Source: an optimization exercise on an open RTL-to-GDS flow (aim: small area and a short achievable clock period). Production flows keep margins and buffers that such runs may drop.
In this exercise RTL edits were held to simulation tests only and were not proved equivalent to the original.

==> flow/design.v, too long to show whole: its modules and the start of the top module <==
// module float_larger: 5 lines
// module add_float: 41 lines
// module sub_float: 39 lines
// module Multiply: 408 lines
// module Multiply_one_minus: 430 lines
// module fa: 6 lines
// module resize_datapath: 27 lines
module resize_datapath (
  clk,
  reset_n,
  enable,
  data_in1,
  data_in2,
  scale,
  data_out
);
  // ...
==> flow/flow/run.sh <==
#!/bin/bash
# Own layout flow: the standard synthesis, then the combinational logic
# between the registers and the adder cells is mapped again by ABC for area,
# then the standard layout from the floorplan on.
set -euo pipefail
W=$(pwd)
R=$W/orfs/results/$FLOW_PLATFORM/resize_datapath/base
YOSYS=$FLOW_HOME/../tools/install/yosys/bin/yosys
LIB=$FLOW_HOME/platforms/sky130hd/lib/sky130_fd_sc_hd__tt_025C_1v80.lib

# delay cells are not to be used as port buffers (nor anywhere else)
export DONT_USE_CELLS="sky130_fd_sc_hd__clkdlybuf4s15_1 sky130_fd_sc_hd__clkdlybuf4s15_2 sky130_fd_sc_hd__clkdlybuf4s18_1 sky130_fd_sc_hd__clkdlybuf4s18_2 sky130_fd_sc_hd__clkdlybuf4s25_1 sky130_fd_sc_hd__clkdlybuf4s25_2 sky130_fd_sc_hd__clkdlybuf4s50_1 sky130_fd_sc_hd__clkdlybuf4s50_2 sky130_fd_sc_hd__dlygate4sd1_1 sky130_fd_sc_hd__dlygate4sd2_1 sky130_fd_sc_hd__dlygate4sd3_1 sky130_fd_sc_hd__dlymetal6s2s_1 sky130_fd_sc_hd__dlymetal6s4s_1 sky130_fd_sc_hd__dlymetal6s6s_1"

export SETUP_SLACK_MARGIN=8
bash standard.sh synth > "$W/flow_synth.log" 2>&1
cp "$R/1_2_yosys.v" "$W/standard_1_2_yosys.v"

# cells the platform marks don't-use
DONT=$( (echo $DONT_USE_CELLS; sed -n '/^export DONT_USE_CELLS/,/^[^ ]/p' "$FLOW_HOME/platforms/sky130hd/config.mk") \
       | grep -o 'sky130_fd_sc_hd__[A-Za-z0-9_]*' | sed 's/^/-dont_use /' | tr '\n' ' ')
# ABC is not to map to the multi-output adder cells
MO=$(for c in fa_1 fa_2 fa_4 fah_1 fahcin_1 fahcon_1 ha_1 ha_2 ha_4; do printf -- "-dont_use sky130_fd_sc_hd__$c "; done)
printf 'set_driving_cell sky130_fd_sc_hd__buf_1\nset_load 5\n' > "$W/resyn.constr"
cat > "$W/resyn.ys" <<EOS
read_liberty -ignore_miss_func $LIB
blackbox sky130_fd_sc_hd__fa_1 sky130_fd_sc_hd__fa_2 sky130_fd_sc_hd__fa_4 sky130_fd_sc_hd__ha_1 sky130_fd_sc_hd__ha_2 sky130_fd_sc_hd__ha_4 sky130_fd_sc_hd__dfrtp_1 sky130_fd_sc_hd__dfrtp_2 sky130_fd_sc_hd__dfrtp_4
read_verilog $W/standard_1_2_yosys.v
hierarchy -top $FLOW_TOP
flatten
opt_clean -purge
abc -liberty $LIB -constr $W/resyn.constr $DONT $MO
opt_clean -purge
hilomap -singleton -hicell sky130_fd_sc_hd__conb_1 HI -locell sky130_fd_sc_hd__conb_1 LO
splitnets
opt_clean -purge
stat -liberty $LIB
write_verilog -noattr -nohex -nodec $W/resyn.v
EOS
"$YOSYS" -s "$W/resyn.ys" > "$W/flow_resyn.log" 2>&1
# read the new netlist back on its own and check it
"$YOSYS" -p "read_liberty -lib $LIB; read_verilog $W/resyn.v; hierarchy -check -top $FLOW_TOP; check -assert -mapped" > "$W/flow_resyn_check.log" 2>&1
cp "$W/resyn.v" "$R/1_2_yosys.v"
touch "$R/1_2_yosys.v"

bash standard.sh finish > "$W/flow_finish.log" 2>&1
==> flow/standard.sh <==
#!/bin/bash
# synth_recipe.tcl (not shown) runs the flow's synth.tcl, then flattens the netlist and writes it again
# the make line also repeats each setting of config.mk as NAME=value (left out here)
make -C /OpenROAD-flow-scripts/flow DESIGN_CONFIG=/design/flow/config.mk WORK_HOME=/design/flow/orfs CLKGATE_MAP_FILE= SYNTH_SCRIPT=/design/flow/synth_recipe.tcl "${@:-finish}"
==> flow/config.mk <==
export PLATFORM = sky130hd
export DESIGN_NAME = resize_datapath
export DESIGN_NICKNAME = resize_datapath
export VERILOG_FILES = /design/flow/design.v
export SDC_FILE = /design/flow/constraint.sdc
export NUM_CORES = 4
export LEC_CHECK = 0
export ABC_AREA = 1
export CAP_MARGIN = 20
export CORE_MARGIN = 2
export CORE_UTILIZATION = 40
export PLACE_DENSITY = 0.6
export SLEW_MARGIN = 20
export SYNTH_HIERARCHICAL = 1
export SYNTH_MINIMUM_KEEP_SIZE = 0
==> flow/constraint.sdc <==
create_clock -name core_clock -period 25.0 [get_ports {clk}]
set_input_delay 5.0000 -clock core_clock [delete_from_list [all_inputs] [get_ports {clk}]]
set_output_delay 5.0000 -clock core_clock [all_outputs]
set_load 0.01 [all_outputs]
==> metrics.csv, run 1 <==
stage,metric,value,unit
critical_path,endpoint,data_out[14],
route,wl_met1,15.19,mm
route,ant_nets,0,
critical_path,endpoint_kind,register,
route,dr.pass1.iters,5,
critical_path,critPathBufInv,19,
cells_and_area,clockNetworkAreaShare,0.006179,
critical_path,r2r-start,data_out[12],
cts,clock_insertion_delay_worst_skew,240,ps
cts,clkTransAtPathRegs,50,ps
global_routing,antenna_found_initial,0,
place,io_buffer_count,66,
cts,cts_max_path_buffers,2,
cells_and_area,largest_reg_flops,16,
route,top_layer_used,met4,
place,placed_cell_area,12870,µm²
worst_hold_path,min_path_cells,2,
critical_path,cpPeakStageDelay,580,ps
timing,slew_headroom,0.3162,
outcome,status,no timing/DRC/antenna violations,
cells_and_area,num_antenna_cells,0,
critical_path,required,25160,ps
logic_synthesis,synth_area_per_cell,8.114,µm²
cells_and_area,largest_class,multi-input combinational cells,
route,route.met3.wl,2.379,mm
critical_path,critical-path-slowest-cell,fa_1,
cells_and_area,multi_input_area,11150,µm²
logic_synthesis,synth_area,11620,µm²
timing,rsz0062_at_grt,true,
cts,cts_tree,done,
critical_path,r2r_end,data_out[12],
floorplan,die_w,174.4,µm
timing,fin_skew,0,ps
route,drcViolationCount,0,
critical_path,start_kind,primary input,
cells_and_area,final_common_cell,nand2_1,
critical_path,worst-path-stages,77,
cells_and_area,drive_gt1_frac,0.1697,
cts,htree_levels,1,
cells_and_area,utilization,0.5022,
global_routing,grt_overflow_total,0,
==> inputs of run 2 (changes only) <==
--- a/flow/flow/run.sh
+++ b/flow/flow/run.sh
@@ -11,7 +11,6 @@
 # delay cells are not to be used as port buffers (nor anywhere else)
 export DONT_USE_CELLS="sky130_fd_sc_hd__clkdlybuf4s15_1 sky130_fd_sc_hd__clkdlybuf4s15_2 sky130_fd_sc_hd__clkdlybuf4s18_1 sky130_fd_sc_hd__clkdlybuf4s18_2 sky130_fd_sc_hd__clkdlybuf4s25_1 sky130_fd_sc_hd__clkdlybuf4s25_2 sky130_fd_sc_hd__clkdlybuf4s50_1 sky130_fd_sc_hd__clkdlybuf4s50_2 sky130_fd_sc_hd__dlygate4sd1_1 sky130_fd_sc_hd__dlygate4sd2_1 sky130_fd_sc_hd__dlygate4sd3_1 sky130_fd_sc_hd__dlymetal6s2s_1 sky130_fd_sc_hd__dlymetal6s4s_1 sky130_fd_sc_hd__dlymetal6s6s_1"
 
-export SETUP_SLACK_MARGIN=8
 bash standard.sh synth > "$W/flow_synth.log" 2>&1
 cp "$R/1_2_yosys.v" "$W/standard_1_2_yosys.v"
 
--- a/flow/config.mk
+++ b/flow/config.mk
@@ -10,6 +10,7 @@
 export CORE_MARGIN = 2
 export CORE_UTILIZATION = 40
 export PLACE_DENSITY = 0.6
+export SETUP_SLACK_MARGIN = 5
 export SLEW_MARGIN = 20
 export SYNTH_HIERARCHICAL = 1
 export SYNTH_MINIMUM_KEEP_SIZE = 0
==> run 2 against run 1 <==
Routed wire length shrank 4.3%. Synthesized cell count is the same. Sequential share of layout area grew 0.17 points. Register-to-register slack gained 50 ps. Maximum frequency shrank 3.3%. Flip-flop and latch count is the same. Global-route usage shrank 1.1 points. Non-clock buffer count shrank 41. Cell count shrank 2.2%. Hold slack is essentially flat. Highest routed layer unchanged.
==> metrics.csv, run 2 <==
stage,metric,value,unit,change
outcome,status,no timing/DRC/antenna violations,,unchanged
timing,rsz0062_at_grt,true,,unchanged
timing,period_needed,19500,ps,"was 18,860 ps"
route,finalWirelength,34.56,mm,was 36.12 mm
cts,clkTransAtPathRegs,50,ps,about the same
cells_and_area,drive_gt1_frac,0.1068,,was 0.1697
floorplan,rows,62,,unchanged
timing,setup_viol,0,,unchanged
worst_hold_path,hp-start,data_out[15],,was data_out[0]
critical_path,critPathBufInv,13,,was 19
cells_and_area,design_area,13560,µm²,"was 14,380 µm²"
route,vias_per_cell,5.553,,was 5.603
route,drcViolationCount,0,,unchanged
critical_path,critPathMaxFanout,24,,was 6
timing,setup_ws,5499,ps,was 6138 ps
global_routing,grt.total_usage,0.2250,,was 0.2356
global_routing,grt_util_met1,0.3143,,was 0.3059
critical_path,r2r-start,data_out[5],,was data_out[12]
logic_synthesis,synth_area_per_cell,8.114,µm²,unchanged
critical_path,start_kind,primary input,,unchanged
cts,cts_buffers,3,,unchanged
route,wire_per_inst,18.26,µm,was 18.67 µm
cts,cts_tree,done,,unchanged
place,io_buffer_count,66,,unchanged
logic_synthesis,synth_warnings,9,,unchanged
cells_and_area,final_cell_mix,"nand2_1, fa_1, inv_1",,unchanged
critical_path,critical-path-slowest-cell,fa_1,,unchanged
cts,cts_max_path_buffers,2,,unchanged
worst_hold_path,hp-class,reg -> reg,,unchanged
cts,htree_levels,1,,unchanged
global_routing,antenna_found_initial,0,,unchanged
cts,hold_buffers,0,,unchanged
timing,worst_slew_pin_slew,980.3,ps,was 1018 ps
cells_and_area,largest_reg_flops,16,,unchanged
critical_path,required,25180,ps,"was 25,160 ps"
cts,cts.sinks,16,,unchanged
global_routing,top_usage_layer,met2,,unchanged
critical_path,setup.worst_path.class,in -> reg,,unchanged
critical_path,endpoint_kind,register,,unchanged
cts,clock_insertion_delay_worst_skew,250,ps,was 240 ps
cells_and_area,largest_register,data_out,,unchanged
cells_and_area,fillers,2776,,"was 2,700"
flow_run,max-cap-violations,0,,unchanged
cells_and_area,seq_area,400.4,µm²,unchanged
floorplan,chipHeight,174.4,µm,unchanged
critical_path,r2r_end,data_out[5],,was data_out[12]
global_routing,met3_usage,0.01662,,was 0.03193
timing,fin_skew,0,ps,unchanged
timing,finalCritPeriodShare,0.7800,,was 0.7545
place,post-place-ws,2024,ps,was 2964 ps
global_routing,grt_pass1_vias,10610,,was 11.30k
floorplan,dieArea,30430,µm²,unchanged
route,vias,10510,,was 10.84k
timing,drv_slew,0,,unchanged
route,first_iter_violations,834,,was 789
cts,root_buffer,clkbuf_16,,unchanged
global_routing,grt_max_degree,32,,unchanged
route,ant_nets,0,,unchanged
floorplan,start_util,0.4059,,unchanged
timing,clock.fmax,0.05128,GHz,was 0.05302 GHz
global_routing,use_met2,0.3871,,was 0.4190
worst_hold_path,min_path_cells,2,,unchanged
critical_path,critPathArrivalTime,19680,ps,"was 19,020 ps"
timing,slew_headroom,0.3444,,was 0.3162
logic_synthesis,synthCells,1432,,unchanged
place,globalplace.congestion,0.9055,,was 0.8576
logic_synthesis,synth_area,11620,µm²,unchanged
floorplan,core_area,28630,µm²,unchanged
cells_and_area,area_growth,16.67,%,was 23.73%
critical_path,crit_family,adder cells,,was compound AO/OA/AOI/OAI gates
global_routing,grt_overflow_total,0,,unchanged
critical_path,cpPeakStageDelay,550,ps,was 580 ps
cells_and_area,multi_input_area,10720,µm²,"was 11,150 µm²"
worst_hold_path,hold_end,data_out[15],,was data_out[0]
critical_path,rrSetupSlack,24290,ps,"was 24,240 ps"
route,dr.pass1.iters,12,,was 5
cells_and_area,final_nets,1867,,"was 1,909"
floorplan,num_io_pins,67,,unchanged
global_routing,grt_pass1_wl,55.39,mm,was 58.33 mm
floorplan,die_w,174.4,µm,unchanged
critical_path,reg2regPathDepth,2,,unchanged
timing,hold_viol,0,,unchanged
cells_and_area,top_regs,data_out: 16 flops,,unchanged
cells_and_area,num_antenna_cells,0,,unchanged
place,placed_cell_area,12660,µm²,"was 12,870 µm²"
place,dp_hpwl,27.30,mm,was 27.33 mm
timing,fin_tns_setup,0,ps,unchanged
cells_and_area,final_common_cell,nand2_1,,unchanged
## run 2: worst min-delay path, delay by kind of cell (launching register included)
family | cells | cell delay (ps)
flip-flops | 1 | 340
AND/OR/NAND/NOR | 1 | 50
AO/OA/AOI/OAI | 1 | 100
## run 2: worst max path at each step
stage,from,to,cells past startpoint
5_1_grt,scale[7],data_out[14],79
4_1_cts,scale[7],data_out[14],79
6_report,scale[2],data_out[14],78
3_5_place_dp,scale[4],data_out[14],74
2_1_floorplan,scale[7],data_out[14],77
3_3_place_gp,scale[6],data_out[14],74
## run 2: final cells by class
cell class	count	share of cell area
clock buffers	4	0.006553
inverters	153	0.04237
multi-input cells	1201	0.7910
flip-flops and latches	16	0.02954
well taps	384	0.03544
repair buffers	134	0.09507
## run 2: per-layer routing
layer  part of all wire  vias up
met3              0.063       41
met5                  0        -
met4              0.016        0
met1               0.44     5119
met2               0.48      436
li1                   -     4911
## run 2: stage by stage
stage	instances	utilization	hold slack (ps)
2_1_floorplan	1452	-	550.0
3_3_place_gp	1837	0.4423	507.9
3_5_place_dp	1837	0.4423	530.0
4_1_cts	1860	0.4573	540.5
5_1_grt	1892	0.4736	578.2
6_report	1892	0.4736	533.0
## run 2: timing repair
item                       CTS  global route
cloned                       1             3
setup endpoints to repair   15            15
pin swaps                   10            38
buffers inserted            18            29
gates resized for setup     40            62
==> inputs of run 3 (changes only) <==
==> flow/run.sh (new file) <==
#!/bin/bash
# synth_recipe.tcl (not shown) runs the flow's synth.tcl, then flattens the netlist and writes it again
# the make line also repeats each setting of config.mk as NAME=value (left out here)
make -C /OpenROAD-flow-scripts/flow DESIGN_CONFIG=/design/flow/config.mk WORK_HOME=/design/flow/orfs CLKGATE_MAP_FILE= SYNTH_SCRIPT=/design/flow/synth_recipe.tcl finish
removed: flow/flow/run.sh
removed: flow/standard.sh
==> run 3 against run 2 <==
Global-route usage down 1.4 points. Synthesized area up 16%. Register-to-register slack better by 80 ps. Largest cell class unchanged.
==> metrics.csv, run 3 <==
stage,metric,value,unit,change
logic_synthesis,synth.most_common_cell,nand2_1,,
cts,clock_insertion_delay_worst_skew,250,ps,about the same
timing,hold_viol,0,,unchanged
critical_path,required,25190,ps,"was 25,180 ps"
timing,clock.fmax,0.05341,GHz,was 0.05128 GHz
global_routing,grt_max_degree,35,,was 32
route,first_iter_violations,648,,was 834
logic_synthesis,synth_top_area_frac,0.2982,,
logic_synthesis,synthFlopType,dfrtp_1,,
cells_and_area,num_antenna_cells,0,,unchanged
cells_and_area,final_nets,2314,,"was 1,867"
place,placed_cell_area,14440,µm²,"was 12,660 µm²"
cells_and_area,final_cell_mix,"nand2_1, inv_1, fa_1",,"was nand2_1, fa_1, inv_1"
place,place_inst,2399,,"was 1,837"
floorplan,core_area,33280,µm²,"was 28,630 µm²"
cells_and_area,design_area,14540,µm²,"was 13,560 µm²"
critical_path,r2r-start,data_out[15],,was data_out[5]
cts,cts_max_path_buffers,2,,unchanged
critical_path,reg2regPathDepth,2,,unchanged
cells_and_area,top_regs,data_out: 16 flops,,unchanged
critical_path,start_kind,primary input,,unchanged
worst_hold_path,hold_end,data_out[5],,was data_out[15]
timing,fin_tns_setup,0,ps,unchanged
timing,rsz0062_at_grt,false,,was true
timing,worst_slew_pin_slew,956.7,ps,was 980.3 ps
route,drcViolationCount,0,,unchanged
route,dr.pass1.iters,5,,was 12
global_routing,antenna_found_initial,0,,unchanged
cells_and_area,utilization,0.4369,,was 0.4736
timing,setup_ws,6277,ps,was 5499 ps
critical_path,cp-startpoint,scale[8],,was scale[2]
cts,root_buffer,clkbuf_16,,unchanged
logic_synthesis,yosys-top-cells-area,"fa_1, nand2_1, ha_1",,
critical_path,endpoint_kind,register,,unchanged
critical_path,cp_common_cell,nand2_1,,
floorplan,start_util,0.4034,,was 0.4059
logic_synthesis,synth_area_per_cell,6.992,µm²,was 8.114 µm²
critical_path,critPathMaxFanout,32,,was 24
cells_and_area,final-instance-count-excl-fill,2403,,"was 1,892"
route,finalWirelength,35.70,mm,was 34.56 mm
logic_synthesis,synth-edff-count,0,,
global_routing,grt_pass1_wl,61.06,mm,was 55.39 mm
critical_path,critPathArrivalTime,18910,ps,"was 19,680 ps"
logic_synthesis,synth_warnings,9,,unchanged
logic_synthesis,yosysTopAreaCell,fa_1,,
worst_hold_path,min_path_cells,2,,unchanged
timing,period_needed,18720,ps,"was 19,500 ps"
cells_and_area,largest_reg_flops,16,,unchanged
critical_path,cpPeakStageDelay,1080,ps,was 550 ps
cells_and_area,drive_gt1_frac,0.07928,,was 0.1068
cells_and_area,final_common_cell,nand2_1,,unchanged
floorplan,rows,67,,was 62
critical_path,rrSetupSlack,24370,ps,"was 24,290 ps"
timing,slew_headroom,0.3622,,was 0.3444
place,io_buffer_count,66,,unchanged
floorplan,num_io_pins,67,,unchanged
cts,clkTransAtPathRegs,50,ps,about the same
logic_synthesis,ys_types,63,,
cts,post-cts-setup-buffer-count,0,,was 18
global_routing,grt_overflow_total,0,,unchanged
logic_synthesis,synth_area,13430,µm²,"was 11,620 µm²"
logic_synthesis,synth_seq_cells,16,,
worst_hold_path,hp-start,data_out[5],,was data_out[15]
critical_path,critical-path-slowest-cell,clkdlybuf4s50_1,,was fa_1
flow_run,max-cap-violations,0,,unchanged
cts,cts_tree,done,,unchanged
floorplan,chipHeight,187.2,µm,was 174.4 µm
logic_synthesis,synthTopCellsByCount,"nand2_1, inv_1, fa_1",,
timing,fin_skew,0,ps,unchanged
timing,finalCritPeriodShare,0.7489,,was 0.7800
route,ant_nets,0,,unchanged
timing,whs,468.7,ps,was 533.0 ps
route,vias,12230,,was 10.51k
critical_path,r2r_end,data_out[15],,was data_out[5]
logic_synthesis,synthCells,1920,,"was 1,432"
global_routing,grt.total_usage,0.2105,,was 0.2250
cells_and_area,largest_register,data_out,,unchanged
place,dp_hpwl,29.83,mm,was 27.30 mm
global_routing,grt_pass1_vias,12480,,was 10.61k
logic_synthesis,ys_seq_area_frac,0.02982,,
logic_synthesis,synth_async_sr_flop_share,1.000,,
cts,cts.sinks,16,,unchanged
timing,setup_viol,0,,unchanged
timing,drv_slew,0,,unchanged
place,post-place-ws,4929,ps,was 2024 ps
cells_and_area,area_growth,8.304,%,was 16.67%
worst_hold_path,hp-class,reg -> reg,,unchanged
critical_path,setup.worst_path.class,in -> reg,,unchanged
cts,cts_buffers,3,,unchanged
cts,htree_levels,1,,unchanged
route,vias_per_cell,5.091,,was 5.553
outcome,status,no timing/DRC/antenna violations,,unchanged
place,globalplace.congestion,0.9210,,was 0.9055
floorplan,dieArea,35050,µm²,"was 30,430 µm²"
floorplan,die_w,187.2,µm,was 174.4 µm
route,wire_per_inst,14.86,µm,was 18.26 µm
run 3: how the worst max path moves through the flow:
stage / to / slack [ps]
finish: data_out[14] / 6280
global route: data_out[14] / 5010
CTS: data_out[14] / 5170
detailed placement: data_out[14] / 4930
global placement: data_out[14] / 5480
floorplan: data_out[14] / 7950
run 3: worst max-delay path: cells and delay by family:
kind            cells  cell delay, ps
simple gates       39            4230
compound gates      8            1820
buf+inv             8            1930
fa+ha+maj          15            5450
xor+xnor            2             410
run 3: area by class of cell:
class                           instances  area [µm²]
Clock buffer                            4       88.84
Inverter                              291        1105
Tap cell                              448       560.5
Multi-Input combinational cell       1571       11670
Timing Repair Buffer                   73       715.7
Sequential cell                        16       400.4
Fill cell                            3494       18740
run 3: logic make-up after synthesis:
group                    Yosys count  synth area share
adder cells (fa/ha/maj)          307            0.3979
other                              4          0.001118
AO/OA/AOI/OAI                    209           0.09655
flip-flops                        16           0.02982
buffers and inverters            351            0.1070
multiplexers                       5          0.003728
XOR/XNOR                          49           0.03392
AND/OR/NAND/NOR                  979            0.3299
run 3: per-layer routing:
layer,share of wire,vias up,wire (µm),global-route usage
met5,0,-,0,0
li1,-,5999,-,-
met1,0.43,5836,15530,0.2714
met2,0.49,340,17470,0.3798
met3,0.050,58,1799,0.01989
met4,0.025,0,896,0.04976
run 3: per-module statistics from Yosys (local to each module, per instance):
| module | copies in the design | area [µm²] |
|---|---|---|
| add_float | 1 | 3070 |
| Multiply | 1 | 2007 |
| Multiply_one_minus | 1 | 1972 |
| sub_float | 1 | 1454 |
| resize_datapath | 1 | 644.4 |
| float_larger | 1 | 474.2 |
| fa | 190 | 20.02 |
run 3: repair_timing:
action,CTS,global route
gates resized for setup,0,4
hold buffers,0,0
endpoints found under the setup margin,0,15

## port drivers added, routing unchanged
In the flow no input, the clock included, has a driving cell. The finished layouts below were timed again as built, in two steps.
Step 1 assumes that a clkbuf_16 drives the clock port and a buf_2 every other input.
Step 2 also shifts input and output timing later by t, the mid clock arrival at the registers, as if the neighbouring blocks saw the same clock.
a / b / c = ideal ports / drivers / drivers and shift; a / b = the first two.
run	t, ns	setup slack, ns	hold slack, ns	latest minus earliest clock arrival (ns)	pins driven straight from the clock port
run 1	0.269	6.138 / 6.133 / 5.864	0.533 / 0.533 / 0.533	0.006 / 0.006	1
run 2	0.279	5.499 / 5.509 / 5.229	0.533 / 0.533 / 0.533	0.005 / 0.005	1
run 3	0.274	6.277 / 6.283 / 6.009	0.469 / 0.469 / 0.469	0.002 / 0.002	1
After both steps setup and hold are still met in every run listed. For run 1, which loses most, drivers alone change the setup slack by -0.005 ns; drivers and shift together by -0.274 ns.
